From an optimization exercise on the open Yosys and OpenROAD flow, aimed at small area and a short achievable clock period; shortcuts taken in it are not production practice.
RTL that was checked went through simulation tests only; none was proved equivalent to the original.
For run 1, only the layout was checked, not whether the RTL still works.

## flow/design.v (module list and top-level ports; edited modules follow where they fit)
// module cubic_fixed: 862 lines
// module cubic_fa: 7 lines
// module cubic_ha: 7 lines
module cubic_fixed #(
    parameter int WID     = 16,    
    parameter int FBITS   = 8      
)(
    input  logic                        clk,
    input  logic                        rst,
    input  logic signed [WID-1:0]       x,
    input  logic signed [WID-1:0]       a0,
    input  logic signed [WID-1:0]       a1,
    input  logic signed [WID-1:0]       a2,
    output logic signed [WID-1:0]       y
);
  // ...
==> flow/flow/run.sh <==
#!/bin/bash
# Standard ORFS layout (the standard.sh) with two changes:
#  - port buffers use buf_2 instead of the default delay-buffer cell;
#  - timing repair (after floorplan, CTS and global routing) aims for
#    8.5 ns of setup slack at the 15 ns clock, so the resizer sizes the
#    critical paths.  The SDC (clock period, I/O delays, load) is unchanged.
# Each ORFS step writes its own log under orfs/logs/; make's output goes to
# standard.log.
set -euo pipefail
export BUFFER_PORTS_ARGS="-buffer_cell sky130_fd_sc_hd__buf_2"
export SETUP_SLACK_MARGIN=8.5
bash standard.sh > standard.log 2>&1
==> flow/standard.sh <==
#!/bin/bash
# synth_recipe.tcl (not shown) runs the flow's synth.tcl, then flattens the netlist and writes it again
# the make line also repeats each setting of config.mk as NAME=value (left out here)
make -C /OpenROAD-flow-scripts/flow DESIGN_CONFIG=/design/flow/config.mk WORK_HOME=/design/flow/orfs CLKGATE_MAP_FILE= SYNTH_SCRIPT=/design/flow/synth_recipe.tcl "${@:-finish}"
==> flow/config.mk <==
export PLATFORM = sky130hd
export DESIGN_NAME = cubic_fixed
export DESIGN_NICKNAME = cubic_fixed
export VERILOG_FILES = /design/flow/design.v
export SDC_FILE = /design/flow/constraint.sdc
export NUM_CORES = 4
export LEC_CHECK = 0
export ABC_AREA = 1
export CAP_MARGIN = 20
export CORE_MARGIN = 2
export CORE_UTILIZATION = 40
export SLEW_MARGIN = 20
export SYNTH_HIERARCHICAL = 1
==> flow/constraint.sdc <==
create_clock -name core_clock -period 15.0 [get_ports {clk}]
set_input_delay 3.0000 -clock core_clock [delete_from_list [all_inputs] [get_ports {clk}]]
set_output_delay 3.0000 -clock core_clock [all_outputs]
set_load 0.01 [all_outputs]
==> run_results.csv, run 1 <==
group,metric,value,unit
floorplanning,dieArea,61450,um2
cts,numCtsBuffers,17,
timing,maxSlewViolCount,0,
worst_hold_path,holdCritPathClass,"reg -> reg",
cts,cts_sinks,115,
yosys,synthSimpleGateAreaFrac,0.1605,
timing,rsz0062_at_grt,"true",
timing,layout_setup_ws,8.753,ns
detailed_routing,drt_iter0_drc,1997,
detailed_routing,routed.top_layer,"met4",
yosys,synth_edf_count,0,
placed_design,io_buffers,81,
cells_and_area,utilization,0.4381,
yosys,seq_area_frac_synth,0.09676,
setup_path,cp_slowest_cell,"fa_1",
setup_path,startpoint,"x[2]",
yosys,synthFlopType,"dfxtp_1",
setup_path,crit_end,"x2_s0[12]$_SDFF_PP1_",
grt,use_met1,0.3527,
timing,fin_setup_tns,0,ns
detailed_routing,first_pass_iters,6,
setup_path,crit_path_end_kind,"flop",
setup_path,path_depth,17,
yosys,ys_ff_latch,115,
detailed_routing,met1_length,34310,um
outcome,status,"complete, no violations",
yosys,synth_cell_types,50,
floorplanning,taps,773,
cells_and_area,largest_reg_flops,17,
floorplanning,placementRows,89,
timing,timing.slew.headroom,0.4864,
timing,worst_pin_slew,0.7695,ns
cells_and_area,nonClockInverterCount,362,
==> run 2: changes to the inputs <==
--- a/flow/design.v
+++ b/flow/design.v
@@ -139,17 +139,17 @@
     end
     wire [3:0] xneg_hi;
     assign xneg_hi[0] = x[9]  & ~(x[8]  & x[7]);
     assign xneg_hi[1] = x[11] & ~(x[10] & x[9]);
     assign xneg_hi[2] = x[13] & ~(x[12] & x[11]);
     assign xneg_hi[3] = x[15] & ~(x[14] & x[13]);
     logic signed [16:0] a0n_s0;
     always_ff @(posedge clk)
-        a0n_s0 <= a0 + $signed({1'b0, xneg_hi[3], 1'b0, xneg_hi[2], 1'b0, xneg_hi[1], 1'b0, xneg_hi[0]});
+        a0n_s0 <= {a0[15], a0} + {10'd0, xneg_hi[3], 1'b0, xneg_hi[2], 1'b0, xneg_hi[1], 1'b0, xneg_hi[0]};
     logic [14:0] x2;
     logic [14:0] x2_s0;
     always_ff @(posedge clk)
         x2_s0 <= x2sat_in ? 15'h7fff : sq_in[22:8];
     assign x2 = x2_s0;
     wire bx_one0, bx_two0, bx_neg0;
     wire bx_one1, bx_two1, bx_neg1;
     wire bx_one2, bx_two2, bx_neg2;
==> flow/flow/run.sh (replaced) <==
#!/bin/bash
# Standard ORFS layout (the standard.sh) with two changes:
#  - port buffers use buf_1 instead of the default delay-buffer cell;
#  - timing repair (after floorplan, CTS and global routing) aims for
#    8.5 ns of setup slack at the 15 ns clock, so the resizer sizes the
#    critical paths.  The SDC (clock period, I/O delays, load) is unchanged.
# Each ORFS step writes its own log under orfs/logs/; make's output goes to
# standard.log.
set -euo pipefail
export BUFFER_PORTS_ARGS="-buffer_cell sky130_fd_sc_hd__buf_1"
export SETUP_SLACK_MARGIN=8.5
bash standard.sh > standard.log 2>&1
==> run_results.csv, run 2 <==
group,metric,value,unit
yosys,synth_compound_area_frac,0.1562,
setup_path,reg2reg_depth,25,
detailed_routing,vias,21120,
timing,layout_setup_ws,8.808,ns
yosys,postSynth.asyncResetShare,0,
cts,ctsRootBufferMaster,"clkbuf_16",
timing,fin_setup_tns,0,ns
worst_hold_path,hold-path-cell-count,1,
yosys,avgSynthCellArea,7.763,um2
cells_and_area,drive_above_1_share,0.06913,
floorplanning,dieArea,61450,um2
yosys,synthTopCellsByArea,"fa_1 26%, xor2_1 13%, ha_1 9.8%, dfxtp_1 9.7%, nand2_1 8.9%",
cells_and_area,largest_reg_flops,17,
grt,antenna_found_initial,0,
setup_path,cp-start-kind,"input port",
timing,post-route-period-util,0.4128,
setup_path,worstReg2RegStart,"x_s0[1]$_DFF_P_",
timing,hold_ws,0.4129,ns
yosys,netlist_top_cells_count,"565 x nand2_1, 364 x xor2_1, 341 x inv_1, 305 x fa_1, 299 x o22ai_1",
setup_path,r2r-end,"cs_s_s1[5]$_DFF_P_",
yosys,yosysTopAreaCell,"fa_1",
placed_design,dpl-instance-area,24690,um2
floorplanning,placementRows,89,
placed_design,place_congestion,0.9297,
grt,grt_pass1_vias,20300,
cells_and_area,stdcell_count,3854,
timing,setup_violations,0,
cells_and_area,fill_cells,5976,
cts,cts_sinks,115,
setup_path,startpoint,"x[9]",
timing,rsz0062_at_grt,"true",
setup_path,required,15.36,ns
yosys,ys_ff_latch,115,
setup_path,critPathKind,"in -> reg",
yosys,synth_top_family_by_area,"adder cells",
cts,clk_pin_slew,0.06,ns
yosys,synthCells,3065,
timing,maxSlewViolCount,0,
floorplanning,die_y,247.9,um
cells_and_area,final_net_count,3625,
floorplanning,core_area,58910,um2
detailed_routing,routed_wl,73410,um
timing,fmax,0.1615,GHz
yosys,synth_edf_count,0,
detailed_routing,wl_per_cell,19.05,um
cells_and_area,max_flop_register,"a0n_s0",
detailed_routing,drt_iter0_drc,1795,
cts,hold_buffers,0,
floorplanning,die_w,247.9,um
setup_path,crit_path_end_kind,"flop",
placed_design,placed_cells,3796,
setup_path,rrSetupSlack,8.84,ns
cts,cts_tree,"built",
yosys,synth_warnings,7,
cells_and_area,final_cell_area,25840,um2
yosys,synth_xor_area_frac,0.1498,
yosys,synthFlopType,"dfxtp_1",
yosys,seq_area_frac_synth,0.09676,
cts,numCtsBuffers,17,
worst_hold_path,holdCritPathClass,"reg -> reg",
detailed_routing,vias_per_cell,5.481,
grt,grt_max_degree,39,
cells_and_area,final_common_cell,"nand2_1",
timing,period_minus_slack,6.192,ns
yosys,synth_mux_area_frac,0,
yosys,yosysTopAreaCellShare,0.2566,
placed_design,hpwl,55360,um
grt,grt_pass1_wl,114600,um
yosys,synth_cell_types,50,
detailed_routing,ant_nets,0,
timing,worst_pin_slew,0.7382,ns
cells_and_area,mostFrequentLayoutCells,"556 x nand2_1, 364 x xor2_1, 332 x inv_1",
setup_path,arrival,6.55,ns
cts,clock_path_buffers,2,
timing,skew,0.01863,ns
detailed_routing,drc,0,
detailed_routing,first_pass_iters,7,
yosys,synthAdderAreaFrac,0.3544,
cells_and_area,area_growth,8.603,%
yosys,syn_area,23790,um2
cells_and_area,diodes,0,
cts,cts_max_level,4,
placed_design,post-place-ws,7.904,ns
grt,track_usage,0.2393,
outcome,status,"complete, no violations",
yosys,synthSimpleGateAreaFrac,0.1605,
timing,hold_viol_final,0,
worst_hold_path,hold_end,"rst_s1$_DFF_P_",
flow_run,maxCapViolCount,0,
worst_hold_path,hold_start,"rst_s0$_DFF_P_",
floorplanning,initial_utilization,0.4039,
yosys,syn-num-nets,3622,
grt,grt_overflow,0,
floorplanning,pin_count,82,
cts,insertion_delay,0.48,ns
placed_design,io_buffers,81,
setup_path,crit_fanout,16,
cells_and_area,utilization,0.4387,
timing,timing.slew.headroom,0.5074,
yosys,synth_most_common_cell,"nand2_1",
run 2: timing repair:
action	4_1_cts	5_1_grt
endpoints found under the hold margin	0	0
gates resized for setup	8	117
buffers inserted	0	21
pin swaps	0	15
endpoints found under the setup margin	32	35
gates cloned	0	5
run 2: worst max-delay path by stage:
stage	to	cells past startpoint
floorplan	x2_s0[12]$_SDFF_PP1_	17
global placement	x2_s0[12]$_SDFF_PP1_	16
detailed placement	x2_s0[12]$_SDFF_PP1_	16
CTS	cs_s_s1[5]$_DFF_P_	28
global route	cs_s_s1[5]$_DFF_P_	28
finish	x2_s0[11]$_SDFF_PP1_	14
run 2: area by class of cell:
type / count / area (um2) / share of cell area
timing repair inverter: 1 / 5.005 / 0.0001937
clock buffer: 18 / 429.2 / 0.01661
sequential: 115 / 2310 / 0.08938
tap: 773 / 967.2 / 0.03743
timing repair buffer: 124 / 734.5 / 0.02842
multi-input combinational: 2447 / 19830 / 0.7675
clock inverter: 14 / 142.6 / 0.005520
inverter: 362 / 1419 / 0.05491
run 2: per-module statistics from Yosys (local to each module, per instance):
module | cells | flip-flops and latches | area [um2] | copies in the design
cubic_fixed | 2723 | 115 | 17350 | 1
cubic_fa | 1 | 0 | 20.02 | 288
cubic_ha | 1 | 0 | 12.51 | 54
run 2: per-layer routing:
metal,vias to the layer above,part of all wire,global-route usage
met2,811,0.43,0.3543
met1,10100,0.47,0.3514
met4,0,0.013,0.05442
met5,-,0,0
li1,10150,-,-
met3,64,0.087,0.05504
run 2: cell families after synthesis:
group                    count (synthesis)
AND/OR/NAND/NOR                        917
AO/OA/AOI/OAI                          629
buffers and inverters                  506
adder cells (fa/ha/maj)                491
XOR/XNOR                               407
flip-flops                             115
run 2: critical path, cell delays in order:
cell	delay [ns]
clkbuf_2	0.32
nand2_1	0.09
inv_1	0.09
fa_1	0.44
fa_1	0.51
fa_1	0.42
ha_1	0.37
a21oi_1	0.24
o21ai_0	0.17
a21oi_1	0.25
a21oi_1	0.13
or2_2	0.29
a21boi_0	0.14
o21ai_0	0.09

-- static timing again, ports no longer ideal --
The flow's constraints put no driver on any port. The routed layouts listed below were extracted and timed again, unchanged, in two steps. Step 1 assumes that a clkbuf_16 drives the clock port and a buf_2 every other input. Step 2 moves the port delays by t, midway between the first and last clock arrival at a register: inputs arrive t later, outputs are due t later. That takes back most of the time a late clock gives input paths. Three values: no drivers, after step 1, after step 2; two values: the first two.
run	t (ns)	setup slack, ns	worst setup path at the end	worst data-port slew with drivers (ns)	cell pins on the clock port's net
run 1	0.534	8.753 / 8.756 / 8.259	input to register	0.05	1
run 2	0.526	8.808 / 8.838 / 8.318	input to register	0.05	1
After both steps setup and hold are still met in every run listed. For run 1, which loses most, drivers alone change the setup slack by +0.003 ns; drivers and shift together by -0.494 ns.
